From an optimization exercise on the open Yosys and OpenROAD flow, aimed at small area; shortcuts taken in it are not production practice.
In this exercise RTL edits were held to simulation tests only and were not proved equivalent to the original.
Power and IR drop assume default switching activity.

<file path="design/flow/design.v">
module koto_evt_ctrl(
  input  wire        clk,
  input  wire        reset,
  input  wire [15:0] din,
  input  wire [15:0] trig_in,
  input  wire [13:0] L1A_00, L1A_01, L1A_02, L1A_03,
  input  wire [13:0] L1A_04, L1A_05, L1A_06, L1A_07,
  input  wire [13:0] L1A_08, L1A_09, L1A_10, L1A_11,
  input  wire [13:0] L1A_12, L1A_13, L1A_14, L1A_15,
  input  wire        one_adc_finish_read,
  output wire [15:0] evt_rx_00, evt_rx_01, evt_rx_02, evt_rx_03,
  output wire [15:0] evt_rx_04, evt_rx_05, evt_rx_06, evt_rx_07,
  output wire [15:0] evt_rx_08, evt_rx_09, evt_rx_10, evt_rx_11,
  output wire [15:0] evt_rx_12, evt_rx_13, evt_rx_14, evt_rx_15,
  output wire        need_read,
  output wire        need_check,
  output wire [15:0] start_check,
  output wire        check_in_progress,
  output wire [1:0]  check_error,
  output wire [15:0] L1A_error,
  output wire        L1A_align,
  output wire        one_adc_finish_check,
  output wire [15:0] start_read,
  output wire [1:0]  tx_error,
  output wire [15:0] evt_tx
);
reg [15:0] rx [0:15];
reg        nr_prev_q;      
reg        up_prev_q;      
reg        tx_up_q;        
reg        rd_act_q;       
reg [3:0]  rd_idx_q;       
reg [15:0] tx_q;           
reg [1:0]  tx_err_q;
reg        ck_act_q;       
reg [3:0]  ck_idx_q;       
reg        ofc_q;          
reg        ck_err_q;       
reg        chk_err_q;      
wire [15:0] gt;
genvar gi, gb;
generate
  for (gi = 0; gi < 16; gi = gi + 1) begin : g_rx
    wire [16:0] cc;        
    wire [15:0] ic;        
    assign cc[0] = tx_up_q;
    for (gb = 0; gb < 16; gb = gb + 1) begin : g_b
      assign cc[gb+1] = (rx[gi][gb] & ~tx_q[gb]) | ((rx[gi][gb] | ~tx_q[gb]) & cc[gb]);
      if (gb == 0) begin : g_c0
        assign ic[gb] = din[gi];
      end else begin : g_cn
        assign ic[gb] = din[gi] & (&rx[gi][gb-1:0]);
      end
    end
    assign gt[gi] = cc[16];
    wire [16:0] icx = {din[gi] & (&rx[gi]), ic};
    always @(posedge clk)
      rx[gi] <= (rx[gi] | icx[15:0]) & ~({16{reset}} | icx[16:1]);
  end
endgenerate
wire nr_q = (&gt) & ~(tx_up_q & ~(|tx_q));
wire nc_q = nr_q & (up_prev_q | ~nr_prev_q);
always @(posedge clk)
  if (reset) begin
    nr_prev_q <= 1'b0;
    up_prev_q <= 1'b0;
  end else begin
    nr_prev_q <= nr_q;
    up_prev_q <= tx_up_q;
  end
wire align_q = ofc_q & (&ck_idx_q);
wire rd_start = align_q & ~rd_act_q & nr_q;
wire rd_on    = rd_act_q | rd_start;
wire rd_adv   = one_adc_finish_read & rd_on;
wire rd_wrap  = rd_adv & (&rd_idx_q);
wire [16:0] tx_inc;
generate
  for (gb = 0; gb < 16; gb = gb + 1) begin : g_tx
    if (gb == 0) begin : g_c0
      assign tx_inc[gb] = rd_wrap;
    end else begin : g_cn
      assign tx_inc[gb] = rd_wrap & (&tx_q[gb-1:0]);
    end
  end
endgenerate
assign tx_inc[16] = rd_wrap & (&tx_q);
always @(posedge clk)
  tx_q <= (tx_q | tx_inc[15:0]) & ~({16{reset}} | tx_inc[16:1]);
always @(posedge clk)
  if (reset) begin
    rd_act_q <= 1'b0;
    rd_idx_q <= 4'd0;
    tx_err_q <= 2'b00;
    tx_up_q  <= 1'b0;
  end else begin
    rd_act_q <= rd_on & ~rd_wrap;
    rd_idx_q <= rd_idx_q + rd_adv;
    tx_err_q <= tx_err_q | {align_q & rd_act_q, align_q & ~rd_act_q & ~nr_q};
    tx_up_q  <= rd_wrap;
  end
wire [13:0] l1a [0:15];
assign l1a[0]  = L1A_00; assign l1a[1]  = L1A_01; assign l1a[2]  = L1A_02; assign l1a[3]  = L1A_03;
assign l1a[4]  = L1A_04; assign l1a[5]  = L1A_05; assign l1a[6]  = L1A_06; assign l1a[7]  = L1A_07;
assign l1a[8]  = L1A_08; assign l1a[9]  = L1A_09; assign l1a[10] = L1A_10; assign l1a[11] = L1A_11;
assign l1a[12] = L1A_12; assign l1a[13] = L1A_13; assign l1a[14] = L1A_14; assign l1a[15] = L1A_15;
wire [2:0]  ev_sel = ck_idx_q[3:1];                       
wire [2:0]  od_sel = ck_idx_q[3:1] - {2'b00, ~ck_idx_q[0]};  
wire [13:0] ev_l1a = l1a[{ev_sel, 1'b0}];
wire [13:0] od_l1a = l1a[{od_sel, 1'b1}];
wire        l1a_ok = (ev_l1a == od_l1a) | (ck_idx_q == 4'd0);
wire        ck_try = ck_act_q & ~ofc_q & trig_in[ck_idx_q];
wire        ck_pass = ck_try & l1a_ok;
wire        ck_fail = ck_try & ~l1a_ok;
always @(posedge clk)
  if (reset) begin
    ck_act_q  <= 1'b0;
    ck_idx_q  <= 4'd0;
    ofc_q     <= 1'b0;
    ck_err_q  <= 1'b0;
    chk_err_q <= 1'b0;
  end else begin
    ck_act_q  <= ck_act_q ? ~(ofc_q & (&ck_idx_q)) : nc_q;
    ck_idx_q  <= ck_idx_q + ofc_q;
    ofc_q     <= ck_pass;
    ck_err_q  <= ck_try ? ~l1a_ok : ck_err_q;
    chk_err_q <= chk_err_q | (nc_q & ck_act_q);
  end
wire [15:0] ck_dec = 16'd1 << ck_idx_q;
wire [15:0] rd_dec = 16'd1 << rd_idx_q;
assign evt_rx_00 = rx[0];  assign evt_rx_01 = rx[1];  assign evt_rx_02 = rx[2];  assign evt_rx_03 = rx[3];
assign evt_rx_04 = rx[4];  assign evt_rx_05 = rx[5];  assign evt_rx_06 = rx[6];  assign evt_rx_07 = rx[7];
assign evt_rx_08 = rx[8];  assign evt_rx_09 = rx[9];  assign evt_rx_10 = rx[10]; assign evt_rx_11 = rx[11];
assign evt_rx_12 = rx[12]; assign evt_rx_13 = rx[13]; assign evt_rx_14 = rx[14]; assign evt_rx_15 = rx[15];
assign need_read            = nr_q;
assign need_check           = nc_q;
assign start_check          = {ck_dec[15:1], ck_dec[0] & ck_act_q};
assign check_in_progress    = ck_act_q;
assign check_error          = {1'b0, chk_err_q};
assign L1A_error            = {ck_dec[15:1] & {15{ck_err_q}}, 1'b0};
assign L1A_align            = align_q;
assign one_adc_finish_check = ofc_q;
assign start_read           = {rd_dec[15:1], rd_dec[0] & rd_act_q};
assign tx_error             = tx_err_q;
assign evt_tx               = tx_q;
endmodule
</file>
<file path="design/flow/flow/run.sh">
#!/bin/bash
# Standard ORFS layout (standard.sh) with these changes:
#  * synthesis maps the logic with an area-oriented ABC script (flow/area.abc)
#    and without ha/fa extraction, through flow/synth_area.tcl, which otherwise
#    runs synth_recipe.tcl as is;
#  * the port buffers use the smallest buffer cell;
#  * the large buffers (buf_6 and up) are added to the platform's don't-use
#    list, so high-fanout nets get trees of small buffers;
#  * clock tree: clkbuf_8 buffers over clusters of up to 14 flip-flops,
#    without dummy loads.
# Each tool's output goes to standard.log; ORFS's own logs stay under orfs/logs.
set -euo pipefail
W=$(pwd)
export AREA_ABC_SCRIPT=$W/flow/area.abc
export FLOW_SYNTH_TCL=$W/synth_recipe.tcl
export BUFFER_PORTS_ARGS="-buffer_cell sky130_fd_sc_hd__buf_1"
export CTS_ARGS="-sink_clustering_enable -repair_clock_nets -dont_use_dummy_load -buf_list sky130_fd_sc_hd__clkbuf_4 -sink_clustering_size 10 -sink_clustering_max_diameter 60"
# the platform's don't-use cells, then the large buffers
DU="sky130_fd_sc_hd__probe_p_8 sky130_fd_sc_hd__probec_p_8 sky130_fd_sc_hd__lpflow_bleeder_1 sky130_fd_sc_hd__lpflow_clkbufkapwr_1 sky130_fd_sc_hd__lpflow_clkbufkapwr_16 sky130_fd_sc_hd__lpflow_clkbufkapwr_2 sky130_fd_sc_hd__lpflow_clkbufkapwr_4 sky130_fd_sc_hd__lpflow_clkbufkapwr_8 sky130_fd_sc_hd__lpflow_clkinvkapwr_1 sky130_fd_sc_hd__lpflow_clkinvkapwr_16 sky130_fd_sc_hd__lpflow_clkinvkapwr_2 sky130_fd_sc_hd__lpflow_clkinvkapwr_4 sky130_fd_sc_hd__lpflow_clkinvkapwr_8 sky130_fd_sc_hd__lpflow_decapkapwr_12 sky130_fd_sc_hd__lpflow_decapkapwr_3 sky130_fd_sc_hd__lpflow_decapkapwr_4 sky130_fd_sc_hd__lpflow_decapkapwr_6 sky130_fd_sc_hd__lpflow_decapkapwr_8 sky130_fd_sc_hd__lpflow_inputiso0n_1 sky130_fd_sc_hd__lpflow_inputiso0p_1 sky130_fd_sc_hd__lpflow_inputiso1n_1 sky130_fd_sc_hd__lpflow_inputiso1p_1 sky130_fd_sc_hd__lpflow_inputisolatch_1 sky130_fd_sc_hd__lpflow_isobufsrc_1 sky130_fd_sc_hd__lpflow_isobufsrc_16 sky130_fd_sc_hd__lpflow_isobufsrc_2 sky130_fd_sc_hd__lpflow_isobufsrc_4 sky130_fd_sc_hd__lpflow_isobufsrc_8 sky130_fd_sc_hd__lpflow_isobufsrckapwr_16 sky130_fd_sc_hd__lpflow_lsbuf_lh_hl_isowell_tap_1 sky130_fd_sc_hd__lpflow_lsbuf_lh_hl_isowell_tap_2 sky130_fd_sc_hd__lpflow_lsbuf_lh_hl_isowell_tap_4 sky130_fd_sc_hd__lpflow_lsbuf_lh_isowell_4 sky130_fd_sc_hd__lpflow_lsbuf_lh_isowell_tap_1 sky130_fd_sc_hd__lpflow_lsbuf_lh_isowell_tap_2 sky130_fd_sc_hd__lpflow_lsbuf_lh_isowell_tap_4 sky130_fd_sc_hd__buf_6 sky130_fd_sc_hd__buf_8 sky130_fd_sc_hd__buf_12 sky130_fd_sc_hd__buf_16 sky130_fd_sc_hd__bufbuf_8 sky130_fd_sc_hd__bufbuf_16"
sed "s|SYNTH_SCRIPT=[^ ]*|SYNTH_SCRIPT=$W/flow/synth_area.tcl|; s|\"\${@:-finish}\"|DONT_USE_CELLS=\"$DU\" \"\${@:-finish}\"|" standard.sh > standard_area.sh
grep -q "DONT_USE_CELLS=" standard_area.sh
grep -q "SYNTH_SCRIPT=$W/flow/synth_area.tcl" standard_area.sh
bash standard_area.sh > standard.log 2>&1
</file>
<file path="design/flow/flow/area.abc">
strash
&get -n
&fraig -x
&put
dc2
strash
&get -n
&dch -f
&nf -R 1000
&st
&syn2
&dch -f
&nf -R 1000
&st
&dch -f
&nf -R 1000 -C 32
&put
</file>
<file path="design/flow/flow/synth_area.tcl">
# The standard flow's synthesis (synth_recipe.tcl, unchanged) with two differences in how
# the combinational logic is mapped; registers are not touched:
#  * ABC runs an area-oriented script (area.abc) in place of ORFS's speed script;
#  * half/full adders are not extracted into ha/fa cells first, so ABC maps
#    the adder logic with the rest.
set ::area_abc_script $::env(AREA_ABC_SCRIPT)
proc abc {args} {
  set i [lsearch -exact $args -script]
  if { $i >= 0 } {
    lset args [expr { $i + 1 }] $::area_abc_script
  }
  yosys abc {*}$args
}
proc extract_fa {args} {
  puts "extract_fa skipped"
}
source $::env(FLOW_SYNTH_TCL)
</file>
<file path="design/flow/standard.sh">
#!/bin/bash
# synth_recipe.tcl (not shown) runs the flow's synth.tcl, then flattens the netlist and writes it again
# the make line also repeats each setting of config.mk as NAME=value (left out here)
make -C /OpenROAD-flow-scripts/flow DESIGN_CONFIG=/design/flow/config.mk WORK_HOME=/design/flow/orfs CLKGATE_MAP_FILE= SYNTH_SCRIPT=/design/flow/synth_recipe.tcl "${@:-finish}"
</file>
<file path="design/flow/config.mk">
export PLATFORM = sky130hd
export DESIGN_NAME = koto_evt_ctrl
export DESIGN_NICKNAME = koto_evt_ctrl
export VERILOG_FILES = /design/flow/design.v
export SDC_FILE = /design/flow/constraint.sdc
export NUM_CORES = 4
export LEC_CHECK = 0
export CAP_MARGIN = 0
export CORE_AREA = 4 4 198 198
export DIE_AREA = 0 0 202 202
export GPL_TIMING_DRIVEN = 0
export SLEW_MARGIN = 0
</file>
<file path="design/flow/constraint.sdc">
create_clock -name core_clock -period 10.0 [get_ports {clk}]
set_input_delay 2.0000 -clock core_clock [delete_from_list [all_inputs] [get_ports {clk}]]
set_output_delay 2.0000 -clock core_clock [all_outputs]
set_load 0.01 [all_outputs]
</file>
==> summary.md, run 1 <==
| Metric | Value |
|---|---|
| Sequential share of power | between 60% and 70% |
| Die ar. | 40800 sq um |
| Hold Path Class | reg -> reg |
| Placer Congestion | 1.033 |
| Final setup fails | 0 |
| Final WL | between 60 and 70 mm |
| Global routing's busiest layer | met2 |
| Fillers | a little under 4000 |
| Clock skew | between 70 and 80 ps |
| Max Slew Vio Count | 0 |
| GR met2 Demand/Resource | roughly 55% |
| CP max FO | 16 |
| Status | complete, no violations |
| Netlist Area Pre-Place | about 14000 sq um |
| Worst-path clk slew | between 100 and 150 ps |
| Max Cap Viol | 0 |
| CP Capture Type | output pin |
| Worst path arrival time | 6230 ps |
| Avg Cell Area, Syn | 8.378 sq um |
| GR Util All Layers | between 30% and 40% |
| Drt pass-1 iters | 9 |
| First-pass GRT wire length | just under 100 mm |
| Core Area | roughly 37000 sq um |
| Crit path time final | between 8000 and 9000 ps |
| Post-route insts no fill | ~2800 |
| Setup slack at placement | 2204 ps |
| Root buffer cell | clkbuf_4 |
| Post-synth cell types | 38 |
| Met3 usage | under 10% |
| Layout cells sized above 1 | 2.660% |
| Setup Buffers After CTS | 0 |
| Drt wl/cell | roughly 24 um |
| Initial Utilization | 38.58% |
| Worst R2R Setup Slack | between 2000 and 2500 ps |
| Cts bufs inserted | 36 |
| Area contributors post-synth | dfxtp_1 (41%), a21oi_1 (9.1%), nor3_1 (6.8%) |
| Capture point of the worst path | need_check |
| Worst Tran Pin Value | 1390 ps |
| Post-synth top area share | about two fifths |
| Die Y-Extent | 202 um |
| Via count | 17112 |
| Grt ovf | 0 |
| Slew Limit Headroom | under 10% |
| Post-CTS Hold Fix Bufs | 0 |
| CTS Buffer Depth | 3 |
| Synth area leader | dfxtp_1 |
| Final WS setup | approximately 1800 ps |
| Pleak | approximately 6.1 nW |
| RR Endpoint | tx_q[15] |
| Nature of the critical path startpoint | flip-flop |
| FMAX | 0.1215 GHz |
| Fin crit share | about 82% |
| P per Cell Area | between 100 and 150 nW/um^2 |
| R2r startpoint | tx_up_q |
| Seq/Total Area, Yosys | approximately 41% |
| Inst Count DP | roughly 2800 |
| Vias in the first global route | roughly 16000 |
| Met1 usage | between 30% and 40% |
| YS warnings | 2 |
| Critical path launch point | tx_up_q |
| Gate power share | a little over a tenth |
| Synth Instances | between 1500 and 2000 |
| Port-buffer cells | between 500 and 600 |
| Clock share of power | 28.6% |
| WS Path Type | reg -> out |
| DRC marker count from the first detailed-route iteration | 1495 |
| Dpl hpwl | between 50 and 60 mm |
| Final Hold Fails | 0 |
| Vias per inst | ~6.0 |
| Post-synthesis register bit count | 290 |
| H-tree levels | 2 |
| Post-DRT Antenna Nets | 0 |
| Psw | ~0.00052 W |
| Power Internal | ~0.0014 W |
| Clk sinks | 290 |
| Hold path start | tx_up_q |
| Antenna violations before repair | 6 |
| I/O pin count | 588 |
| Largest net degree at the start of global routing | 46 |
| CTS tree | yes |
| DR DRC count | 0 |
| Synth-to-Final Area Change | 22.72% |
| FP Rows | 70 |
| Cts repair resizes | 0 |
| Critical path required time | 8000 ps |
| Total Nets Final | 2592 |
| Maximum vdd drop | 91.62 uV |
| Clk latency of the worst-skew pair | 700 ps |
| Die Wd | just over 200 um |
| RSZ-0062 raised after global routing | false |
| Cells on worst reg2reg path | 29 |
| Sw Ratio | about 27% |
how the worst min path moves through the flow:
stage | end | slack [ps] | cells after the start
finish | up_prev_q | 480 | 1
detailed placement | tx_err_q[1] | 450 | 2
global placement | tx_err_q[0] | 450 | 2
global route | up_prev_q | 500 | 1
floorplan | chk_err_q | 440 | 2
CTS | tx_err_q[1] | 480 | 2
critical path: stages, from the launching register on:
cell       delay [ps]
dfxtp_1           370
nand2b_1          800
o221ai_1          280
a2bb2oi_1         210
a21oi_1            70
o21a_1            230
o2bb2ai_1         250
o21ai_0           130
a21oi_1           170
a221oi_1           70
o21ai_0           250
a222oi_1          120
o2bb2ai_1         480
o21ai_0           150
or4b_1            610
nor4_1            330
nand3_1           380
a21oi_1           370
buf_1             250
layout make-up:
class                      instances  area (sq um)  share of cell area, %
antenna                            4         10.01                0.05734
buffer                             3         22.52                 0.1290
clock buffer                      36         270.3                  1.548
inverter                          27         101.3                 0.5805
multi-input combinational       1379          8343                  47.79
sequential                       290          5806                  33.25
tap                              504         630.6                  3.612
timing repair buffer             596          2275                  13.03
flip-flops by register name (all words and copies together) (netlist names), 2 cells and up:
register  flops
ck_idx_q      4
rd_idx_q      4
rx          256
tx_err_q      2
tx_q         16
layer usage:
layer,vias to the layer above,share of wire [%]
met5,-,0.030
met2,740,48
met3,136,8.3
met4,4,5.2
li1,8049,-
met1,8183,38
placed cells by master, fill, tap and decap left out, types with 3 or more instances in the layout:
| cell | n |
|---|---|
| buf_1 | 584 |
| nor2b_1 | 6 |
| a21oi_1 | 260 |
| o21bai_1 | 21 |
| a22oi_1 | 92 |
| buf_4 | 12 |
| o221ai_1 | 15 |
| or2_0 | 3 |
| and2_0 | 82 |
| a2bb2oi_1 | 13 |
| o2bb2ai_1 | 26 |
| a221o_1 | 5 |
| o21a_1 | 98 |
| nor2_1 | 124 |
| o22ai_1 | 87 |
| clkinv_1 | 27 |
| buf_2 | 3 |
| o21ai_0 | 41 |
| clkbuf_4 | 36 |
| nand2_1 | 35 |
| dfxtp_1 | 290 |
| xor2_1 | 9 |
| xnor2_1 | 3 |
| nor3_1 | 194 |
| nor4_1 | 6 |
| a222oi_1 | 51 |
| diode_2 | 4 |
| o22ai_2 | 4 |
| nand3_1 | 20 |
| a221oi_1 | 26 |
| nor2_2 | 6 |
| nand2b_1 | 10 |
| nand4_1 | 13 |
| a22o_1 | 5 |
| and3_1 | 110 |
synth_stat cells (all sizes together):
master,n
o21ai,41
or3,1
dfxtp,290
o21bai,21
xnor2,3
or4b,1
nor2,130
a22oi,92
nor4b,1
a211oi,2
or2,3
nand4,13
nor3,194
and3,110
o22ai,91
xor2,9
nand3,20
nand2,35
a221o,5
o2bb2ai,26
and2,82
nand2b,10
a21boi,2
nor2b,7
buf,3
a222oi,51
clkinv,27
o221ai,15
o21a,98
nor4,6
a22o,5
o22a,2
a21oi,260
a221oi,26
a2bb2oi,13
a2111oi,1
a31oi,1
conb,1
power by group through the flow:
| stage | Combinational (W) | Clock (W) | Sequential, W |
|---|---|---|---|
| finish | 0.000206 | 0.000556 | 0.00118 |
| global route | 0.000225 | 0.000622 | 0.00118 |
| CTS | 0.000205 | 0.000577 | 0.00118 |
| detailed placement | 0.000203 | 0 | 0.00121 |
| global placement | 0.000214 | 0 | 0.00120 |
| floorplan | 0.0000903 | 0 | 0.00121 |
cells by family after synthesis:
kind of cell / Yosys count / synth area share, %
DFF: 290 / 40.81
xor gates and xnor gates: 12 / 0.7389
and+or+nand+nor: 613 / 22.22
other: 1 / 0.02636
buffers and inverters: 30 / 0.8707
AOI/OAI and AO/OA: 752 / 35.34
through the flow:
stage / hold WS, ps / instance area [sq um] / utilization [%] / TNS (ps) / power [W]
2_1_floorplan: 438.0 / 14230 / - / 0 / 0.001298
3_3_place_gp: 449.9 / 17060 / 46.26 / -485740 / 0.001418
3_5_place_dp: 454.5 / 17180 / 46.59 / 0 / 0.001409
4_1_cts: 484.1 / 17450 / 47.32 / 0 / 0.001961
5_1_grt: 496.3 / 17460 / 47.34 / 0 / 0.002030
6_report: 483.3 / 17460 / 47.35 / 0 / 0.001941
==> inputs of run 2 (changes only) <==
--- a/design/flow/flow/run.sh
+++ b/design/flow/flow/run.sh
@@ -6,15 +6,15 @@
 #  * the port buffers use the smallest buffer cell;
 #  * the large buffers (buf_6 and up) are added to the platform's don't-use
 #    list, so high-fanout nets get trees of small buffers;
-#  * clock tree: clkbuf_8 buffers over clusters of up to 14 flip-flops,
-#    without dummy loads.
+#  * clock tree: clkbuf_4 buffers over clusters of up to 9 flip-flops
+#    (at most 50 um across), without dummy loads.
 # Each tool's output goes to standard.log; ORFS's own logs stay under orfs/logs.
 set -euo pipefail
 W=$(pwd)
 export AREA_ABC_SCRIPT=$W/flow/area.abc
 export FLOW_SYNTH_TCL=$W/synth_recipe.tcl
 export BUFFER_PORTS_ARGS="-buffer_cell sky130_fd_sc_hd__buf_1"
-export CTS_ARGS="-sink_clustering_enable -repair_clock_nets -dont_use_dummy_load -buf_list sky130_fd_sc_hd__clkbuf_4 -sink_clustering_size 10 -sink_clustering_max_diameter 60"
+export CTS_ARGS="-sink_clustering_enable -repair_clock_nets -dont_use_dummy_load -buf_list sky130_fd_sc_hd__clkbuf_4 -sink_clustering_size 9 -sink_clustering_max_diameter 50"
 # the platform's don't-use cells, then the large buffers
 DU="sky130_fd_sc_hd__probe_p_8 sky130_fd_sc_hd__probec_p_8 sky130_fd_sc_hd__lpflow_bleeder_1 sky130_fd_sc_hd__lpflow_clkbufkapwr_1 sky130_fd_sc_hd__lpflow_clkbufkapwr_16 sky130_fd_sc_hd__lpflow_clkbufkapwr_2 sky130_fd_sc_hd__lpflow_clkbufkapwr_4 sky130_fd_sc_hd__lpflow_clkbufkapwr_8 sky130_fd_sc_hd__lpflow_clkinvkapwr_1 sky130_fd_sc_hd__lpflow_clkinvkapwr_16 sky130_fd_sc_hd__lpflow_clkinvkapwr_2 sky130_fd_sc_hd__lpflow_clkinvkapwr_4 sky130_fd_sc_hd__lpflow_clkinvkapwr_8 sky130_fd_sc_hd__lpflow_decapkapwr_12 sky130_fd_sc_hd__lpflow_decapkapwr_3 sky130_fd_sc_hd__lpflow_decapkapwr_4 sky130_fd_sc_hd__lpflow_decapkapwr_6 sky130_fd_sc_hd__lpflow_decapkapwr_8 sky130_fd_sc_hd__lpflow_inputiso0n_1 sky130_fd_sc_hd__lpflow_inputiso0p_1 sky130_fd_sc_hd__lpflow_inputiso1n_1 sky130_fd_sc_hd__lpflow_inputiso1p_1 sky130_fd_sc_hd__lpflow_inputisolatch_1 sky130_fd_sc_hd__lpflow_isobufsrc_1 sky130_fd_sc_hd__lpflow_isobufsrc_16 sky130_fd_sc_hd__lpflow_isobufsrc_2 sky130_fd_sc_hd__lpflow_isobufsrc_4 sky130_fd_sc_hd__lpflow_isobufsrc_8 sky130_fd_sc_hd__lpflow_isobufsrckapwr_16 sky130_fd_sc_hd__lpflow_lsbuf_lh_hl_isowell_tap_1 sky130_fd_sc_hd__lpflow_lsbuf_lh_hl_isowell_tap_2 sky130_fd_sc_hd__lpflow_lsbuf_lh_hl_isowell_tap_4 sky130_fd_sc_hd__lpflow_lsbuf_lh_isowell_4 sky130_fd_sc_hd__lpflow_lsbuf_lh_isowell_tap_1 sky130_fd_sc_hd__lpflow_lsbuf_lh_isowell_tap_2 sky130_fd_sc_hd__lpflow_lsbuf_lh_isowell_tap_4 sky130_fd_sc_hd__buf_6 sky130_fd_sc_hd__buf_8 sky130_fd_sc_hd__buf_12 sky130_fd_sc_hd__buf_16 sky130_fd_sc_hd__bufbuf_8 sky130_fd_sc_hd__bufbuf_16"
 sed "s|SYNTH_SCRIPT=[^ ]*|SYNTH_SCRIPT=$W/flow/synth_area.tcl|; s|\"\${@:-finish}\"|DONT_USE_CELLS=\"$DU\" \"\${@:-finish}\"|" standard.sh > standard_area.sh
--- a/design/flow/config.mk
+++ b/design/flow/config.mk
@@ -6,7 +6,7 @@
 export NUM_CORES = 4
 export LEC_CHECK = 0
 export CAP_MARGIN = 0
-export CORE_AREA = 4 4 198 198
-export DIE_AREA = 0 0 202 202
+export CORE_AREA = 4 4 236 126
+export DIE_AREA = 0 0 240 130
 export GPL_TIMING_DRIVEN = 0
 export SLEW_MARGIN = 0
==> run 2 against run 1 <==
  * The layout now fails its checks (capacitance limit, slew limit)
  * Via count rose by 4.0%
  * Clock power rose by 3%
  * Hold slack got worse by 0.50 ps
  * Sequential power barely moved
  * Total power rose by 0.43%
  * Die area fell by 24%
  * Critical endpoint unchanged
  * Largest cell class unchanged
==> summary.md, run 2 <==
| Metric | Value |
|---|---|
| RSZ-0062 raised after global routing | false |
| Synth Instances | 1698 |
| Final WL | between 60 and 70 mm |
| Most used cell, CP | a21oi_1 |
| Failed Checks | capacitance limit, slew limit |
| Number of flip-flops in the largest register | 256 |
| Clock skew | between 90 and 100 ps |
| Drt pass-1 iters | 10 |
| Worst Tran Pin Value | 1553 ps |
| Biggest register | rx |
| Die Wd | about 240 um |
| Max Cap Viol | 4 |
| Post-route insts no fill | between 2000 and 3000 |
| WS Path Type | reg -> out |
| Total Nets Final | between 2000 and 3000 |
| P per Cell Area | about 110 nW/um^2 |
| EDFF count, synth | 0 |
| Drt wl/cell | between 20 and 25 um |
| Critical path required time | 8000 ps |
| Fraction of registers with async set or reset after synthesis | 0% |
| Port-buffer cells | around 590 |
| Antenna violations before repair | 2 |
| CP max-delay cell | a2111oi_0 |
| CP max FO | 16 |
| Crit path cell chain | nand2b_1 > o221ai_1 > a21oi_1 > o22ai_1 > a21oi_1 > a221o_1 > o21ai_0 > a21oi_1 > a221o_1 > o21ai_0 > a21oi_1 > a221oi_1 > o21ai_0 > o21ai_0 > a2111oi_0 > nand3_1 > a21oi_1 > buf_1 |
| Pleak | between 6 and 7 nW |
| Layout cells sized above 1 | around 2.3% |
| Crit path largest cell delay | between 1000 and 1500 ps |
| Post-synth top area share | about two fifths |
| Synth area leader | dfxtp_1 |
| Slew Limit Headroom | -3.944% |
| Dpl hpwl | between 40 and 50 mm |
| Primary FF master, synth | dfxtp_1 |
| Root buffer cell | clkbuf_4 |
| Cts repair resizes | 0 |
| Avg Cell Area, Syn | between 8 and 9 sq um |
| Seq/Total Area, Yosys | about two fifths |
| Final setup fails | 0 |
| Largest net degree at the start of global routing | 56 |
| Post-synth cell types | 38 |
| Cts bufs inserted | 38 |
| Grt ovf | 0 |
| Hold Slack | just under 500 ps |
| DR DRC count | 0 |
| Setup TNS | 0 ps |
| FP Rows | 44 |
| Largest registers | rx: 256 flops, tx_q: 16 flops |
| YS warnings | 2 |
| Crit path time final | around 8300 ps |
| Clk sinks | 290 |
| Worst-path clk slew | around 110 ps |
| Most frequent cells in the layout | buf_1 (584), dfxtp_1 (290), a21oi_1 (260) |
| Maximum vdd drop | around 90 uV |
| Setup Buffers After CTS | 0 |
| Netlist Area Pre-Place | 14230 sq um |
| Synth-to-Final Area Change | 21.25% |
| Inst Count DP | roughly 2700 |
| Design Power | slightly below 0.002 W |
| Die Y-Extent | about 130 um |
| Vias per inst | roughly 6.6 |
| Area contributors post-synth | dfxtp_1 (41%), a21oi_1 (9.1%), nor3_1 (6.8%) |
| Most common cell after layout, fill and taps aside | buf_1 |
| H-tree levels | 2 |
| I/O pin count | 588 |
| GR Util All Layers | between 30 and 40% |
| Clk latency of the worst-skew pair | approximately 700 ps |
| Max Slew Vio Count | 30 |
| Vias in the first global route | about 16000 |
| DRC marker count from the first detailed-route iteration | roughly 2800 |
| Hold Path Class | reg -> reg |
| Post-synthesis register bit count | between 200 and 300 |
| Nature of the critical path startpoint | flip-flop |
| Fin crit share | between 80% and 90% |
| Synth top cells by count | dfxtp_1 (290), a21oi_1 (260), nor3_1 (194) |
| Post-CTS Hold Fix Bufs | 0 |
| Placer Congestion | 0.9861 |
| Via count | 17791 |
| Initial Utilization | approximately half |
| Worst path arrival time | 6340 ps |
| Core Area | around 28000 sq um |
| FMAX | between 0.1 and 0.15 GHz |
| First-pass GRT wire length | between 90 and 100 mm |
| Final Hold Fails | 0 |
| CTS Buffer Depth | 3 |
| Post-DRT Antenna Nets | 0 |
| CP Capture Type | output pin |
| Most frequent cell after synthesis | dfxtp_1 |
| CTS tree | yes |
| Die ar. | approximately 31000 sq um |
| Status | failed layout checks |
run 2: cell types whose count changed in the layout (fill, tap and decap cells not counted), sizes merged:
| cell | change |
|---|---|
| buf | -3 |
| diode | -1 |
| clkbuf | +2 |
run 2: cell type report:
cell class	count	area, sq um
timing repair buffer	593	2255
fill	2562	10500
inverter	27	101.3
buffer	3	22.52
antenna	3	7.507
sequential	290	5806
clock buffer	38	285.3
tap	368	460.4
multi-input combinational	1379	8312
run 2: routing by layer:
layer	vias up	track usage (%)	part of all wire, %
met5	-	0	0.011
met2	1101	58.84	44
li1	8047	-	-
met3	170	10.45	12
met1	8471	51.49	40
met4	2	12.64	4.0
run 2: worst max-delay path, delay by kind of cell, from the launching register on:
family	cells	cell delay, ps
AOI/OAI and AO/OA	15	3800
buffers and inverters	1	200
DFF	1	360
and+or+nand+nor	2	1270
run 2: logic make-up (layout without fill, tap and decap cells):
kind of cell | after synthesis | in the layout | share of synthesized area (%)
AO/OA/AOI/OAI | 752 | 752 | 35.34
XOR/XNOR | 12 | 12 | 0.7389
buffers and inverters | 30 | 661 | 0.8707
flip-flops | 290 | 290 | 40.81
other | 1 | 5 | 0.02636
AND/OR/NAND/NOR | 613 | 613 | 22.22
run 2: worst paths after layout:
check                             start    endpoint  slack, ps  cells past startpoint
worst max-delay path            tx_up_q  need_check       1660                     18
worst max register to register  tx_up_q    tx_q[15]       1860                     29
worst min register to register  tx_up_q   up_prev_q        480                      1
worst min-delay path            tx_up_q   up_prev_q        480                      1
run 2: where the power goes:
group	total [W]	switching, W	internal (W)
sequential	0.00118	0.0000150	0.00116
combinational	0.000196	0.000108	0.0000872
clock	0.000574	0.000398	0.000176
run 2: per-stage QoR:
| step | worst slack (ps) | util, % | cell area (sq um) |
|---|---|---|---|
| finish | 1662 | 62.17 | 17250 |
| global route | 1334 | 62.15 | 17240 |
| CTS | 2082 | 62.14 | 17240 |
| detailed placement | 2396 | 61.11 | 16960 |
| global placement | -1356 | 60.86 | 16890 |
| floorplan | 4283 | - | 14230 |
==> inputs of run 3 (changes only) <==
--- a/design/flow/config.mk
+++ b/design/flow/config.mk
@@ -6,7 +6,7 @@
 export NUM_CORES = 4
 export LEC_CHECK = 0
 export CAP_MARGIN = 0
-export CORE_AREA = 4 4 236 126
-export DIE_AREA = 0 0 240 130
+export CORE_AREA = 4 4 198 198
+export DIE_AREA = 0 0 202 202
 export GPL_TIMING_DRIVEN = 0
 export SLEW_MARGIN = 0
==> run 3 against run 2 <==
  * The run now finishes clean
  * Total power increased by 1.0%
  * Register-to-register slack better by 160 ps
  * Critical path depth unchanged
  * Largest cell class unchanged
==> summary.md, run 3 <==
| Metric | Value |
|---|---|
| Status | complete, no violations |
| WS Path Type | reg -> out |
| Largest net degree at the start of global routing | 46 |
| Fraction of registers with async set or reset after synthesis | 0% |
| Hold path cells | 2 |
| Fillers | around 3900 |
| Drt wl/cell | ~24 um |
| CP max-delay cell | nand2b_1 |
| Worst R2R Setup Slack | 2020 ps |
| Critical path required time | 8000 ps |
| Post-synthesis adder-cell area fraction | 0% |
| Total Nets Final | between 2000 and 3000 |
| Sw Ratio | a little over a quarter |
| Most frequent cells in the layout | buf_1 (584), dfxtp_1 (290), a21oi_1 (260) |
| Final WS setup | around 1700 ps |
| Post-synth top area share | just over 40% |
| P per Cell Area | around 110 nW/um^2 |
| Die ar. | 40800 sq um |
| Clock share of power | 29.7% |
| Psw | 0.0005285 W |
| Post-synth cell types | 38 |
| Core Area | between 30000 and 40000 sq um |
| CTS tree | yes |
| Avg Cell Area, Syn | 8.378 sq um |
| Port-buffer cells | 585 |
| Dpl hpwl | about 54 mm |
| CP max FO | 16 |
| Biggest register | rx |
| YS warnings | 2 |
| Most frequent cell after synthesis | dfxtp_1 |
| Via count | 17086 |
| Power Internal | around 0.0014 W |
| Setup slack at placement | 2204 ps |
| Initial Utilization | approximately 39% |
| Synth Area in XOR/XNOR | less than 1% |
| Synth Instances | 1698 |
| Synth-to-Final Area Change | 23.02% |
| Placer Congestion | slightly above 1 |
| Hold Path Class | reg -> reg |
| Clock skew | 135.1 ps |
| Synth Area in Compound Gates | between 30% and 40% |
| Vias in the first global route | 15557 |
| Post-synthesis register bit count | a little under 300 |
| Clk latency of the worst-skew pair | around 700 ps |
| Mux contribution to synthesized area | 0% |
| DR DRC count | 0 |
| CTS Buffer Depth | 3 |
| EDFF count, synth | 0 |
| First-pass GRT wire length | 99.53 mm |
| Seq/Total Area, Yosys | approximately 41% |
| Gate power share | between 10% and 20% |
| Endpoint, Worst Hold | tx_err_q[1] |
| Number of flip-flops in the largest register | approximately 260 |
| FP Rows | 70 |
| RR Endpoint | tx_q[15] |
| I/O pin count | ~590 |
| Synth area leader | dfxtp_1 |
| Hold path start | tx_err_q[1] |
| GR Util All Layers | 31.79% |
| Pleak | 6.136 nW |
| Synth top cells by count | dfxtp_1 (290), a21oi_1 (260), nor3_1 (194) |
| Setup Buffers After CTS | 0 |
| Layout cells sized above 1 | under 10% |
| Clk sinks | slightly below 300 |
| Area contributors post-synth | dfxtp_1 (41%), a21oi_1 (9.1%), nor3_1 (6.8%) |
| Crit path cell chain | nand2b_1 > o221ai_1 > a2bb2oi_1 > a21oi_1 > o21a_1 > o2bb2ai_1 > o21ai_0 > a21oi_1 > a221oi_1 > o21ai_0 > a222oi_1 > o2bb2ai_1 > o21ai_0 > or4b_1 > nor4_1 > nand3_1 > a21oi_1 > buf_1 |
| DRC marker count from the first detailed-route iteration | ~1500 |
| Die Y-Extent | 202 um |
| Root buffer cell | clkbuf_4 |
| Cts bufs inserted | 41 |
| Slew Limit Headroom | around 6.8% |
| Worst path arrival time | 6260 ps |
| CP Capture Type | output pin |
| RSZ-0062 raised after global routing | false |
| Synth Area in Simple Gates | 22.22% |
| Final WL | 69.25 mm |
| Grt ovf | 0 |
| Crit path time final | 8260 ps |
| Nature of the critical path startpoint | flip-flop |
| Antenna violations before repair | 7 |
| Sequential share of power | 59.9% |
| Worst-path clk slew | about 100 ps |
| Largest family of logic cells by synthesized area | compound AO/OA/AOI/OAI gates |
| Cts repair resizes | 0 |
| Netlist Area Pre-Place | between 10000 and 15000 sq um |
| Drt pass-1 iters | 8 |
| Largest registers | rx: 256 flops, tx_q: 16 flops |
| Crit path largest cell delay | 800 ps |
| Vias per inst | roughly 6.0 |
| R2r startpoint | tx_up_q |
| Cells on worst reg2reg path | 29 |
| Final Hold Fails | 0 |
| Max Slew Vio Count | 0 |
| Post-CTS Hold Fix Bufs | 0 |
| H-tree levels | 2 |
| Die Wd | approximately 200 um |
| Final setup fails | 0 |
| FMAX | approximately 0.12 GHz |
| Most common cell after layout, fill and taps aside | buf_1 |
| Max Cap Viol | 0 |
| Maximum vdd drop | between 90 and 100 uV |
| Worst Tran Pin Value | about 1400 ps |
| Primary FF master, synth | dfxtp_1 |
| Finished Core Util | a little under half |
| Post-DRT Antenna Nets | 0 |
| Fin crit share | ~83% |
run 3: cell count changes in the layout (fill, tap and decap cells not counted), sizes merged:
cell	previous run	this run
clkbuf	38	41
buf	596	599
diode	3	6
run 3: per-layer routing:
metal | global-route usage, % | wire length [um]
met5 | 0 | 7
met2 | 54.90 | 33460
met3 | 8.455 | 5651
met4 | 14.11 | 3684
met1 | 37.03 | 26450
run 3: through the flow:
| stage | cell area, sq um | total power (W) | std cells | TNS [ps] | hold slack [ps] |
|---|---|---|---|---|---|
| CTS | 17490 | 0.001991 | 2840 | 0 | 468.6 |
| global placement | 17060 | 0.001418 | 2788 | -485740 | 449.9 |
| finish | 17500 | 0.001969 | 2846 | 0 | 466.0 |
| floorplan | 14230 | 0.001298 | 1699 | 0 | 438.0 |
| detailed placement | 17180 | 0.001409 | 2799 | 0 | 454.5 |
| global route | 17500 | 0.002060 | 2844 | 0 | 492.7 |
run 3: final cells by class:
class | instances | area (sq um) | area share [%]
clock buffer | 41 | 307.8 | 1.759
sequential | 290 | 5806 | 33.17
multi-input combinational | 1379 | 8343 | 47.67
tap | 504 | 630.6 | 3.603
timing repair buffer | 596 | 2275 | 13.00
antenna | 6 | 15.01 | 0.08579
inverter | 27 | 101.3 | 0.5791
buffer | 3 | 22.52 | 0.1287
run 3: worst max-delay path by stage:
stage | from | to | slack (ps) | cells past startpoint
finish | tx_up_q | need_check | 1740 | 18
global route | tx_up_q | need_check | 1410 | 18
CTS | tx_up_q | need_check | 1780 | 18
detailed placement | tx_up_q | tx_q[15] | 2200 | 29
global placement | reset | rx[13][14] | -1990 | 3
floorplan | tx_q[0] | tx_q[15] | 4280 | 29
run 3: critical path: cells and delay by family (launching register included):
family	cells	cell delay, ps
and+or+nand+nor	4	2110
AOI/OAI and AO/OA	13	2790
DFF	1	370
buffers and inverters	1	250
run 3: power groups by stage:
stage | Sequential [W] | Combinational, W | Clock [W]
after floorplan | 0.00121 | 0.0000903 | 0
after global placement | 0.00120 | 0.000214 | 0
after detailed placement | 0.00121 | 0.000203 | 0
after CTS | 0.00118 | 0.000205 | 0.000607
after global routing | 0.00118 | 0.000225 | 0.000653
final | 0.00118 | 0.000206 | 0.000584
run 3: kinds of logic (layout without fill, tap and decap cells):
group                  count (synthesis)  after routing
XOR/XNOR                              12             12
flip-flops                           290            290
AO/OA/AOI/OAI                        752            752
AND/OR/NAND/NOR                      613            613
other                                  1              8
buffers and inverters                 30            667
==> inputs of run 4 (changes only) <==
--- a/design/flow/config.mk
+++ b/design/flow/config.mk
@@ -5,8 +5,8 @@
 export SDC_FILE = /design/flow/constraint.sdc
 export NUM_CORES = 4
 export LEC_CHECK = 0
-export CAP_MARGIN = 0
+export CAP_MARGIN = 10
 export CORE_AREA = 4 4 198 198
 export DIE_AREA = 0 0 202 202
 export GPL_TIMING_DRIVEN = 0
-export SLEW_MARGIN = 0
+export SLEW_MARGIN = 10
==> run 4 against run 3 <==
  * Still clean
  * Clock skew down 38 ps
  * Combinational power about the same
  * Sequential cell count stayed put
  * Wire length up 0.60%
  * Critical path type unchanged
  * Total power decreased by 0.17%
  * Core utilization increased by 0.14 points
  * Sequential share of layout area down 0.095 points
  * Register-to-register slack better by 30 ps
==> summary.md, run 4 <==
| Metric | Value |
|---|---|
| Max Slew Vio Count | 0 |
| Biggest register | rx |
| Setup slack at placement | about 2200 ps |
| Vias in the first global route | roughly 16000 |
| Largest net degree at the start of global routing | between 40 and 50 |
| I/O pin count | around 590 |
| CP max-delay cell | nand2b_1 |
| DR DRC count | 0 |
| Cts bufs inserted | 40 |
| Synth Area in Simple Gates | between 20 and 25% |
| Max Cap Viol | 0 |
| Synth area leader | dfxtp_1 |
| Via count | 17108 |
| Post-synthesis adder-cell area fraction | 0% |
| Antenna violations before repair | 7 |
| Mux contribution to synthesized area | 0% |
| Crit path max-delay family | compound AO/OA/AOI/OAI gates |
| CP max FO | 16 |
| Slew Limit Headroom | about a quarter |
| Crit path cell chain | nand2b_1 > o221ai_1 > a2bb2oi_1 > a21oi_1 > o21a_1 > o2bb2ai_1 > o21ai_0 > a21oi_1 > a221oi_1 > o21ai_0 > a222oi_1 > o2bb2ai_1 > o21ai_0 > or4b_1 > nor4_1 > nand3_1 > a21oi_1 > buf_1 |
| Fin crit share | slightly above 80% |
| Post-CTS Hold Fix Bufs | 0 |
| Cts repair resizes | 0 |
| Clk sinks | 290 |
| RR Endpoint | tx_q[15] |
| First-pass GRT wire length | around 100 mm |
| Worst Tran Pin Value | 1109 ps |
| CTS Buffer Depth | 3 |
| Avg Cell Area, Syn | between 8 and 9 sq um |
| Largest registers | rx: 256 flops, tx_q: 16 flops |
| Synth-to-Final Area Change | 23.37% |
| Area contributors post-synth | dfxtp_1 (41%), a21oi_1 (9.1%), nor3_1 (6.8%) |
| Critical path required time | ~8000 ps |
| H-tree levels | 2 |
| Post-synth top area share | between 40% and 50% |
| Crit path time final | between 8000 and 9000 ps |
| P per Cell Area | 112.0 nW/um^2 |
| Hold Path Class | reg -> reg |
| Worst path arrival time | a little over 6000 ps |
| Design Power | 0.001966 W |
| Clk latency of the worst-skew pair | ~730 ps |
| Nature of the critical path startpoint | flip-flop |
| Cells on worst reg2reg path | 29 |
| Finished Core Util | a little under half |
| Final WL | around 70 mm |
| Drt pass-1 iters | 9 |
| Worst path depth | 18 |
| Die Y-Extent | between 200 and 250 um |
| Vias per inst | between 5 and 6 |
| FMAX | between 0.1 and 0.15 GHz |
| CTS tree | yes |
| GR Util All Layers | approximately a third |
| Final WS setup | 1799 ps |
| FP Rows | 70 |
| Synth Area in Compound Gates | 35.34% |
| Core Area | 36870 sq um |
| Final setup fails | 0 |
| R2r startpoint | tx_up_q |
| Root buffer cell | clkbuf_4 |
| Most frequent cells in the layout | buf_1 (584), dfxtp_1 (290), a21oi_1 (260) |
| Synth top cells by count | dfxtp_1 (290), a21oi_1 (260), nor3_1 (194) |
| Setup Buffers After CTS | 0 |
| Critical path launch point | tx_up_q |
| Post-synthesis register bit count | just under 300 |
| Layout cells sized above 1 | around 3.2% |
| WS Path Type | reg -> out |
| Largest family of logic cells by synthesized area | compound AO/OA/AOI/OAI gates |
| Crit path buf inv count | 1 |
| Crit path largest cell delay | 750 ps |
| Maximum vdd drop | ~82 uV |
| Status | complete, no violations |
| Port-buffer cells | slightly below 600 |
| Synth Area in XOR/XNOR | 0.7388% |
| Number of flip-flops in the largest register | 256 |
| Total Nets Final | 2600 |
| Clock skew | between 90 and 100 ps |
| Most frequent cell after synthesis | dfxtp_1 |
| Primary FF master, synth | dfxtp_1 |
| YS warnings | 2 |
| Drt wl/cell | around 24 um |
| Grt ovf | 0 |
| Netlist Area Pre-Place | approximately 14000 sq um |
| Placer Congestion | between 1 and 1.5 |
| Final Hold Fails | 0 |
| Dpl hpwl | 54.51 mm |
| Post-synth cell types | 38 |
| Post-DRT Antenna Nets | 0 |
| Worst-path clk slew | ~100 ps |
| Hold Slack | between 400 and 500 ps |
| Synth Instances | roughly 1700 |
| Capture point of the worst path | need_check |
| Die Wd | approximately 200 um |
| Most common cell after layout, fill and taps aside | buf_1 |
| Worst R2R Setup Slack | 2050 ps |
| Die ar. | roughly 41000 sq um |
| EDFF count, synth | 0 |
| Pleak | 6.152 nW |
| Seq/Total Area, Yosys | between 40 and 50% |
| DRC marker count from the first detailed-route iteration | around 1700 |
| Fraction of registers with async set or reset after synthesis | 0% |
| Initial Utilization | 38.58% |
| CP Capture Type | output pin |
| RSZ-0062 raised after global routing | false |
[run 4: cell counts after synthesis]
No cell type changed its count.
[run 4: per-layer routing]
metal  share of wire, %  vias up  GRT usage (%)  routed length (um)
met5                  0        -              0                   0
met3                9.4      153          9.883                6517
li1                   -     8077              -                   -
met1                 37     8124          36.36               25760
met2                 48      754          55.07               33520
met4                5.6        0          14.75                3867
[run 4: worst min-delay path by stage]
stage	endpoint	slack, ps	startpoint	cells past startpoint
CTS	tx_err_q[1]	470	tx_err_q[1]	2
detailed placement	tx_err_q[1]	450	tx_err_q[1]	2
global route	tx_err_q[1]	490	tx_err_q[1]	2
floorplan	chk_err_q	440	chk_err_q	2
global placement	tx_err_q[0]	450	tx_err_q[0]	2
finish	tx_err_q[1]	480	tx_err_q[1]	2
[run 4: cells by family after synthesis]
group           Yosys count
compound gates          752
simple gates            613
flops                   290
buf+inv                  30
xor+xnor                 12
other cells               1
[run 4: per-stage QoR]
step	TNS (ps)	std cells	instance area (sq um)
after floorplan	0	1699	14230
after global placement	-485740	2788	17060
after detailed placement	0	2803	17220
after CTS	0	2843	17520
after global routing	0	2848	17540
final	0	2853	17550
[run 4: power by group]
part	leakage, nW	switching, W	internal (W)	total, W
sequential	2.34	0.0000143	0.00116	0.00118
combinational	3.63	0.000118	0.0000876	0.000206
clock	0.184	0.000397	0.000184	0.000581
total	6.15	0.000530	0.00144	0.00197
[run 4: cell type report]
type                            count  area (sq um)
Fill cell                        3826         19320
Multi-Input combinational cell   1379          8358
Sequential cell                   290          5806
Timing Repair Buffer              600          2307
Tap cell                          504         630.6
Clock buffer                       40         300.3
Inverter                           27         101.3
Antenna cell                       10         25.02
Buffer                              3         22.52
[run 4: tightest hold or removal path: stages (launching register included)]
cell and delay, ps:
dfxtp_1 330, a21oi_1 40, nor2_1 70
==> inputs of run 5 (changes only) <==
--- a/design/flow/flow/run.sh
+++ b/design/flow/flow/run.sh
@@ -3,7 +3,8 @@
 #  * synthesis maps the logic with an area-oriented ABC script (flow/area.abc)
 #    and without ha/fa extraction, through flow/synth_area.tcl, which otherwise
 #    runs synth_recipe.tcl as is;
-#  * the port buffers use the smallest buffer cell;
+#  * the port buffers, and the buffers synthesis puts on outputs driven by a
+#    constant, use the smallest buffer cell;
 #  * the large buffers (buf_6 and up) are added to the platform's don't-use
 #    list, so high-fanout nets get trees of small buffers;
 #  * clock tree: clkbuf_4 buffers over clusters of up to 9 flip-flops
@@ -17,7 +18,8 @@
 export CTS_ARGS="-sink_clustering_enable -repair_clock_nets -dont_use_dummy_load -buf_list sky130_fd_sc_hd__clkbuf_4 -sink_clustering_size 9 -sink_clustering_max_diameter 50"
 # the platform's don't-use cells, then the large buffers
 DU="sky130_fd_sc_hd__probe_p_8 sky130_fd_sc_hd__probec_p_8 sky130_fd_sc_hd__lpflow_bleeder_1 sky130_fd_sc_hd__lpflow_clkbufkapwr_1 sky130_fd_sc_hd__lpflow_clkbufkapwr_16 sky130_fd_sc_hd__lpflow_clkbufkapwr_2 sky130_fd_sc_hd__lpflow_clkbufkapwr_4 sky130_fd_sc_hd__lpflow_clkbufkapwr_8 sky130_fd_sc_hd__lpflow_clkinvkapwr_1 sky130_fd_sc_hd__lpflow_clkinvkapwr_16 sky130_fd_sc_hd__lpflow_clkinvkapwr_2 sky130_fd_sc_hd__lpflow_clkinvkapwr_4 sky130_fd_sc_hd__lpflow_clkinvkapwr_8 sky130_fd_sc_hd__lpflow_decapkapwr_12 sky130_fd_sc_hd__lpflow_decapkapwr_3 sky130_fd_sc_hd__lpflow_decapkapwr_4 sky130_fd_sc_hd__lpflow_decapkapwr_6 sky130_fd_sc_hd__lpflow_decapkapwr_8 sky130_fd_sc_hd__lpflow_inputiso0n_1 sky130_fd_sc_hd__lpflow_inputiso0p_1 sky130_fd_sc_hd__lpflow_inputiso1n_1 sky130_fd_sc_hd__lpflow_inputiso1p_1 sky130_fd_sc_hd__lpflow_inputisolatch_1 sky130_fd_sc_hd__lpflow_isobufsrc_1 sky130_fd_sc_hd__lpflow_isobufsrc_16 sky130_fd_sc_hd__lpflow_isobufsrc_2 sky130_fd_sc_hd__lpflow_isobufsrc_4 sky130_fd_sc_hd__lpflow_isobufsrc_8 sky130_fd_sc_hd__lpflow_isobufsrckapwr_16 sky130_fd_sc_hd__lpflow_lsbuf_lh_hl_isowell_tap_1 sky130_fd_sc_hd__lpflow_lsbuf_lh_hl_isowell_tap_2 sky130_fd_sc_hd__lpflow_lsbuf_lh_hl_isowell_tap_4 sky130_fd_sc_hd__lpflow_lsbuf_lh_isowell_4 sky130_fd_sc_hd__lpflow_lsbuf_lh_isowell_tap_1 sky130_fd_sc_hd__lpflow_lsbuf_lh_isowell_tap_2 sky130_fd_sc_hd__lpflow_lsbuf_lh_isowell_tap_4 sky130_fd_sc_hd__buf_6 sky130_fd_sc_hd__buf_8 sky130_fd_sc_hd__buf_12 sky130_fd_sc_hd__buf_16 sky130_fd_sc_hd__bufbuf_8 sky130_fd_sc_hd__bufbuf_16"
-sed "s|SYNTH_SCRIPT=[^ ]*|SYNTH_SCRIPT=$W/flow/synth_area.tcl|; s|\"\${@:-finish}\"|DONT_USE_CELLS=\"$DU\" \"\${@:-finish}\"|" standard.sh > standard_area.sh
+sed "s|SYNTH_SCRIPT=[^ ]*|SYNTH_SCRIPT=$W/flow/synth_area.tcl|; s|\"\${@:-finish}\"|DONT_USE_CELLS=\"$DU\" \"MIN_BUF_CELL_AND_PORTS=sky130_fd_sc_hd__buf_1 A X\" \"\${@:-finish}\"|" standard.sh > standard_area.sh
 grep -q "DONT_USE_CELLS=" standard_area.sh
+grep -q "MIN_BUF_CELL_AND_PORTS=" standard_area.sh
 grep -q "SYNTH_SCRIPT=$W/flow/synth_area.tcl" standard_area.sh
 bash standard_area.sh > standard.log 2>&1
==> run 5 against run 4 <==
  * Sequential power is essentially flat
  * Global-route usage up 0.11 points
  * Clock-buffer cell count is 1 higher
  * Via count decreased by 0.17%
  * Total power grew 0.63%
  * Still clean
  * Clock power grew 2%
  * Setup slack gained 120 ps
  * Die area stayed put
==> summary.md, run 5 <==
| Metric | Value |
|---|---|
| Initial Utilization | approximately two fifths |
| Synth area leader | dfxtp_1 |
| Crit path cell chain | nand2b_1 > o221ai_1 > a2bb2oi_1 > a21oi_1 > o21a_1 > o2bb2ai_1 > o21ai_0 > a21oi_1 > a221oi_1 > o21ai_0 > a222oi_1 > o2bb2ai_1 > o21ai_0 > or4b_1 > nor4_1 > nand3_1 > a21oi_1 > buf_1 |
| Post-CTS Hold Fix Bufs | 0 |
| Worst Tran Pin Value | roughly 1100 ps |
| Design Power | roughly 0.0020 W |
| Final WL | 69.73 mm |
| FMAX | about 0.12 GHz |
| Hold Path Class | reg -> reg |
| Most frequent cells in the layout | buf_1 (587), dfxtp_1 (290), a21oi_1 (260) |
| Clk latency of the worst-skew pair | just over 700 ps |
| Synth Instances | about 1700 |
| Drt wl/cell | roughly 24 um |
| YS warnings | 2 |
| Drt pass-1 iters | 7 |
| Die Y-Extent | ~200 um |
| Number of flip-flops in the largest register | ~260 |
| CTS tree | yes |
| Grt ovf | 0 |
| Core Area | about 37000 sq um |
| Primary FF master, synth | dfxtp_1 |
| Antenna violations before repair | 10 |
| Most frequent cell after synthesis | dfxtp_1 |
| Vias in the first global route | between 15000 and 20000 |
| Slew Limit Headroom | around a quarter |
| Fraction of registers with async set or reset after synthesis | 0% |
| Setup Buffers After CTS | 0 |
| Final setup fails | 0 |
| Pleak | a little over 6 nW |
| Post-route insts no fill | roughly 2800 |
| Synth top cells by count | dfxtp_1 (290), a21oi_1 (260), nor3_1 (194) |
| Clk sinks | 290 |
| Crit path buf inv count | 1 |
| Cts repair resizes | 0 |
| Crit path max-delay family | compound AO/OA/AOI/OAI gates |
| Critical path required time | 8000 ps |
| Nature of the critical path startpoint | flip-flop |
| Post-synth cell types | 38 |
| Area contributors post-synth | dfxtp_1 (41%), a21oi_1 (9.2%), nor3_1 (6.8%) |
| CP max-delay cell | nand2b_1 |
| Largest registers | rx: 256 flops, tx_q: 16 flops |
| Dpl hpwl | 54.16 mm |
| RSZ-0062 raised after global routing | false |
| First-pass GRT wire length | just over 100 mm |
| Inst Count DP | between 2000 and 3000 |
| CTS Buffer Depth | 3 |
| Post-DRT Antenna Nets | 0 |
| Layout cells sized above 1 | under 10% |
| Root buffer cell | clkbuf_4 |
| Fillers | approximately 3800 |
| Cts bufs inserted | 41 |
| Clock skew | 91.08 ps |
| H-tree levels | 2 |
| DRC marker count from the first detailed-route iteration | 1426 |
| WS Path Type | reg -> out |
| Vias per inst | about 6 |
| Final instance area | ~18000 sq um |
| Synth-to-Final Area Change | 23.24% |
| Seq/Total Area, Yosys | between 40% and 50% |
| FP Rows | 70 |
| P per Cell Area | 112.9 nW/um^2 |
| Via count | 17079 |
| CP max FO | 16 |
| Placed cell areas | 17170 sq um |
| Crit path largest cell delay | 740 ps |
| DR DRC count | 0 |
| Total Nets Final | 2597 |
| Die ar. | 40800 sq um |
| Avg Cell Area, Syn | 8.372 sq um |
| Maximum vdd drop | just under 80 uV |
| Max Slew Vio Count | 0 |
| Netlist Area Pre-Place | 14210 sq um |
| Post-synthesis register bit count | 290 |
| Crit path time final | around 8100 ps |
| Post-synth top area share | a little over 40% |
| Port-buffer cells | about 590 |
| Status | complete, no violations |
| Fin crit share | 80.83% |
| Finished Core Util | roughly 48% |
| Final Hold Fails | 0 |
| Max Cap Viol | 0 |
| Worst-path clk slew | approximately 100 ps |
| Worst path arrival time | 6080 ps |
| I/O pin count | roughly 590 |
| Biggest register | rx |
| Placer Congestion | about 1.0 |
| Most common cell after layout, fill and taps aside | buf_1 |
| Die Wd | 202 um |
| GR Util All Layers | 32.12% |
| EDFF count, synth | 0 |
| CP Capture Type | output pin |
| Largest net degree at the start of global routing | 48 |
[run 5: final timing paths]
| path | startpoint | to | slack [ps] | depth (start not counted) |
|---|---|---|---|---|
| worst max register to register | tx_up_q | tx_q[15] | 2180 | 29 |
| worst max-delay path | tx_up_q | need_check | 1920 | 18 |
| worst min register to register | tx_err_q[0] | tx_err_q[0] | 490 | 2 |
| worst min-delay path | tx_err_q[0] | tx_err_q[0] | 490 | 2 |
[run 5: metal layers]
metal | global-route usage, % | up-vias | share of wire, %
met2 | 54.62 | 679 | 47
met3 | 9.177 | 139 | 8.4
met1 | 36.33 | 8200 | 38
met4 | 17.63 | 0 | 6.4
li1 | - | 8061 | -
met5 | 0 | - | 0
[run 5: worst min-delay path, delay by kind of cell, from the launching register on]
family / cells / cell delay [ps]
DFF: 1 / 350
AOI/OAI and AO/OA: 1 / 40
and+or+nand+nor: 1 / 70
[run 5: stage by stage]
step                      hold WS (ps)  setup WS, ps  TNS, ps
after floorplan                  434.9          4283        0
after global placement           450.2         -2033  -500030
after detailed placement         460.9          2253        0
after CTS                        489.7          1882        0
final                            490.2          1917        0
after global routing             541.6          1700        0
[run 5: cell type report]
type                    instances  area, sq um  area share, %
inverters                      27        101.3         0.5785
clock buffers                  41        307.8          1.757
diodes                          8        20.02         0.1143
repair buffers                596         2283          13.03
flip-flops and latches        290         5806          33.14
well taps                     504        630.6          3.600
plain buffers                   3        11.26        0.06428
multi-input cells            1379         8358          47.71
[run 5: cell families after synthesis]
logic type / Yosys count / synth area share [%]
buf+inv: 30 / 0.7922
simple gates: 613 / 22.23
compound gates: 752 / 35.37
xor+xnor: 12 / 0.7394
flops: 290 / 40.84
other cells: 1 / 0.02638
[run 5: power by group]
| group | total (W) | switching, W | internal, W |
|---|---|---|---|
| Clock | 0.000595 | 0.000406 | 0.000188 |
| Combinational | 0.000203 | 0.000116 | 0.0000871 |
| Sequential | 0.00118 | 0.0000154 | 0.00116 |
==> inputs of run 6 (changes only) <==
--- a/design/flow/config.mk
+++ b/design/flow/config.mk
@@ -5,8 +5,8 @@
 export SDC_FILE = /design/flow/constraint.sdc
 export NUM_CORES = 4
 export LEC_CHECK = 0
-export CAP_MARGIN = 10
+export CAP_MARGIN = 0
 export CORE_AREA = 4 4 198 198
 export DIE_AREA = 0 0 202 202
 export GPL_TIMING_DRIVEN = 0
-export SLEW_MARGIN = 10
+export SLEW_MARGIN = 0
==> run 6 against run 5 <==
  * The layout now fails its checks (capacitance limit, slew limit)
  * Hold slack worse by 7.5 ps
  * Combinational power hardly changed
  * Critical path depth stayed put
  * Sequential share of layout area is 0.055 points higher
  * Non-clock buffer count is 2 lower
  * Sequential power hardly changed
  * Wire length is 0.35% lower
  * First-iteration DRC count is 1.8% higher
  * Maximum frequency is 0.14% higher
  * Highest routed layer is now met5
  * Synthesized cell count stayed put
==> summary.md, run 6 <==
| Metric | Value |
|---|---|
| Status | failed layout checks |
| Failed Checks | capacitance limit, slew limit |
| Post-CTS Hold Fix Bufs | 0 |
| Most frequent cells in the layout | buf_1 (587), dfxtp_1 (290), a21oi_1 (260) |
| Post-synth top area share | between 40% and 50% |
| Final instance area | 17490 sq um |
| H-tree levels | 2 |
| Die Wd | 202 um |
| Post-DRT Antenna Nets | 0 |
| Worst path arrival time | a little over 6000 ps |
| Clk sinks | 290 |
| Post-synthesis register bit count | 290 |
| Primary FF master, synth | dfxtp_1 |
| Avg Cell Area, Syn | around 8.4 sq um |
| FMAX | 0.1239 GHz |
| Critical path required time | 8000 ps |
| Pleak | just over 6 nW |
| Largest net degree at the start of global routing | 54 |
| Cells on worst reg2reg path | 29 |
| Netlist Area Pre-Place | 14210 sq um |
| CP Capture Type | output pin |
| Initial Utilization | 38.55% |
| Dpl hpwl | roughly 54 mm |
| Worst-path clk slew | about 100 ps |
| Fin crit share | roughly four fifths |
| Clk latency of the worst-skew pair | between 700 and 800 ps |
| Post-route insts no fill | 2849 |
| Area contributors post-synth | dfxtp_1 (41%), a21oi_1 (9.2%), nor3_1 (6.8%) |
| Most common cell after layout, fill and taps aside | buf_1 |
| Biggest register | rx |
| Max Slew Vio Count | 46 |
| Synth-to-Final Area Change | 23.04% |
| Most frequent cell after synthesis | dfxtp_1 |
| Final Hold Fails | 0 |
| Layout cells sized above 1 | roughly 2.6% |
| Largest registers | rx: 256 flops, tx_q: 16 flops |
| GR Util All Layers | between 30% and 40% |
| CTS Buffer Depth | 3 |
| Design Power | 0.001985 W |
| Nature of the critical path startpoint | flip-flop |
| Vias in the first global route | roughly 16000 |
| Die Y-Extent | 202 um |
| Drt pass-1 iters | 9 |
| DRC marker count from the first detailed-route iteration | between 1000 and 1500 |
| RSZ-0062 raised after global routing | false |
| CTS tree | yes |
| Hold Path Class | reg -> reg |
| Final WL | a little under 70 mm |
| Cts repair resizes | 0 |
| Via count | ~17000 |
| Synth Instances | around 1700 |
| First-pass GRT wire length | between 100 and 150 mm |
| Setup Buffers After CTS | 0 |
| Drt wl/cell | around 24 um |
| P per Cell Area | about 110 nW/um^2 |
| Root buffer cell | clkbuf_4 |
| Clock skew | roughly 130 ps |
| Grt ovf | 0 |
| Placer Congestion | between 1 and 1.5 |
| Vias per inst | approximately 6 |
| YS warnings | 2 |
| Hold path cells | 2 |
| Core Area | 36870 sq um |
| Port-buffer cells | around 600 |
| Cts bufs inserted | 42 |
| Synth top cells by count | dfxtp_1 (290), a21oi_1 (260), nor3_1 (194) |
| EDFF count, synth | 0 |
| Synth area leader | dfxtp_1 |
| Number of flip-flops in the largest register | about 260 |
| Slew Limit Headroom | -4.806% |
| DR DRC count | 0 |
| WS Path Type | reg -> out |
| Final setup fails | 0 |
| I/O pin count | slightly below 600 |
| Max Cap Viol | 4 |
| Seq/Total Area, Yosys | between 40% and 50% |
| Crit path time final | a little over 8000 ps |
| Die ar. | 40800 sq um |
| Total Nets Final | between 2000 and 3000 |
| FP Rows | 70 |
| Post-synth cell types | 38 |
| Maximum vdd drop | between 90 and 100 uV |
| Placed cell areas | around 17000 sq um |
| Antenna violations before repair | 12 |
| CP max FO | 16 |
| Worst Tran Pin Value | 1566 ps |
| Fraction of registers with async set or reset after synthesis | 0% |
| Inst Count DP | around 2800 |
## run 6: worst max-delay path, cell delays in order (launching register included)
cell	delay [ps]
dfxtp_1	340
nand2b_1	760
o221ai_1	290
a2bb2oi_1	210
a21oi_1	60
o21a_1	230
o2bb2ai_1	260
o21ai_0	150
a21oi_1	180
a221oi_1	70
o21ai_0	270
a222oi_1	120
o2bb2ai_1	480
o21ai_0	150
or4b_1	600
nor4_1	260
nand3_1	330
a21oi_1	330
buf_1	220
## run 6: logic make-up after synthesis
group | count (synthesis) | synth area share (%)
AOI/OAI and AO/OA | 752 | 35.37
xor gates and xnor gates | 12 | 0.7394
buffers and inverters | 30 | 0.7922
DFF | 290 | 40.84
other | 1 | 0.02638
and+or+nand+nor | 613 | 22.23
## run 6: metal layers
metal	GRT usage [%]	up-vias	wire length [um]
met4	18.77	2	4682
met3	9.995	175	6283
met1	36.02	8159	25930
met5	0	-	13
met2	53.16	744	32580
li1	-	8067	-
## run 6: path summary, 6_finish.rpt
kind / start / to / slack (ps)
min reg2reg: tx_err_q[0] / tx_err_q[0] / 480
max: tx_up_q / need_check / 1930
min: tx_err_q[0] / tx_err_q[0] / 480
max reg2reg: tx_up_q / tx_q[15] / 2240
## run 6: report_power, final
part | leakage [nW] | switching, W | internal, W
clock network | 0.193 | 0.000409 | 0.000193
logic | 3.58 | 0.000116 | 0.0000868
registers | 2.34 | 0.0000154 | 0.00116
## run 6: cell type report
class / count / area, sq um
inverters: 27 / 101.3
well taps: 504 / 630.6
clock buffers: 42 / 315.3
plain buffers: 3 / 11.26
multi-input cells: 1379 / 8335
repair buffers: 594 / 2265
fillers: 3867 / 19380
diodes: 10 / 25.02
flip-flops and latches: 290 / 5806
## run 6: through the flow
stage	setup WS [ps]	hold WS (ps)	TNS (ps)	utilization, %
floorplan	4283	434.9	0	-
global placement	-2033	450.2	-500030	46.23
detailed placement	2327	464.3	0	46.45
CTS	1880	482.1	0	47.31
global route	1638	537.6	0	47.41
finish	1928	482.7	0	47.43

-- re-timing with driven ports --
How much do the figures lean on ideal ports? The routed layouts below were timed once more, with nothing changed but the port constraints.
Step 1 sets driving cells, clkbuf_16 on the clock port and buf_2 on the other inputs (assumed; they add their load-dependent delay and slew).
Step 2 adds t to the input delays and takes it off the output delays; t is the mean of the earliest and latest rising clock arrival at the registers after step 1. Input paths then give back, and output paths get back, about the clock's delay inside the block.
Three values: no drivers, after step 1, after step 2; two values: the first two.
run	t (ns)	slack for setup (ns)	clock arrival spread, ns	worst slew at a driven data input, ns
run 1	0.714	1.767 / 1.716 / 2.006	0.074 / 0.074	0.15
run 2	0.699	1.662 / 1.615 / 1.862	0.096 / 0.096	0.14
run 3	0.700	1.740 / 1.691 / 2.021	0.142 / 0.142	0.14
run 4	0.733	1.799 / 1.749 / 2.055	0.098 / 0.097	0.16
run 5	0.723	1.917 / 1.868 / 2.180	0.091 / 0.091	0.18
run 6	0.756	1.928 / 1.876 / 2.243	0.137 / 0.137	0.17
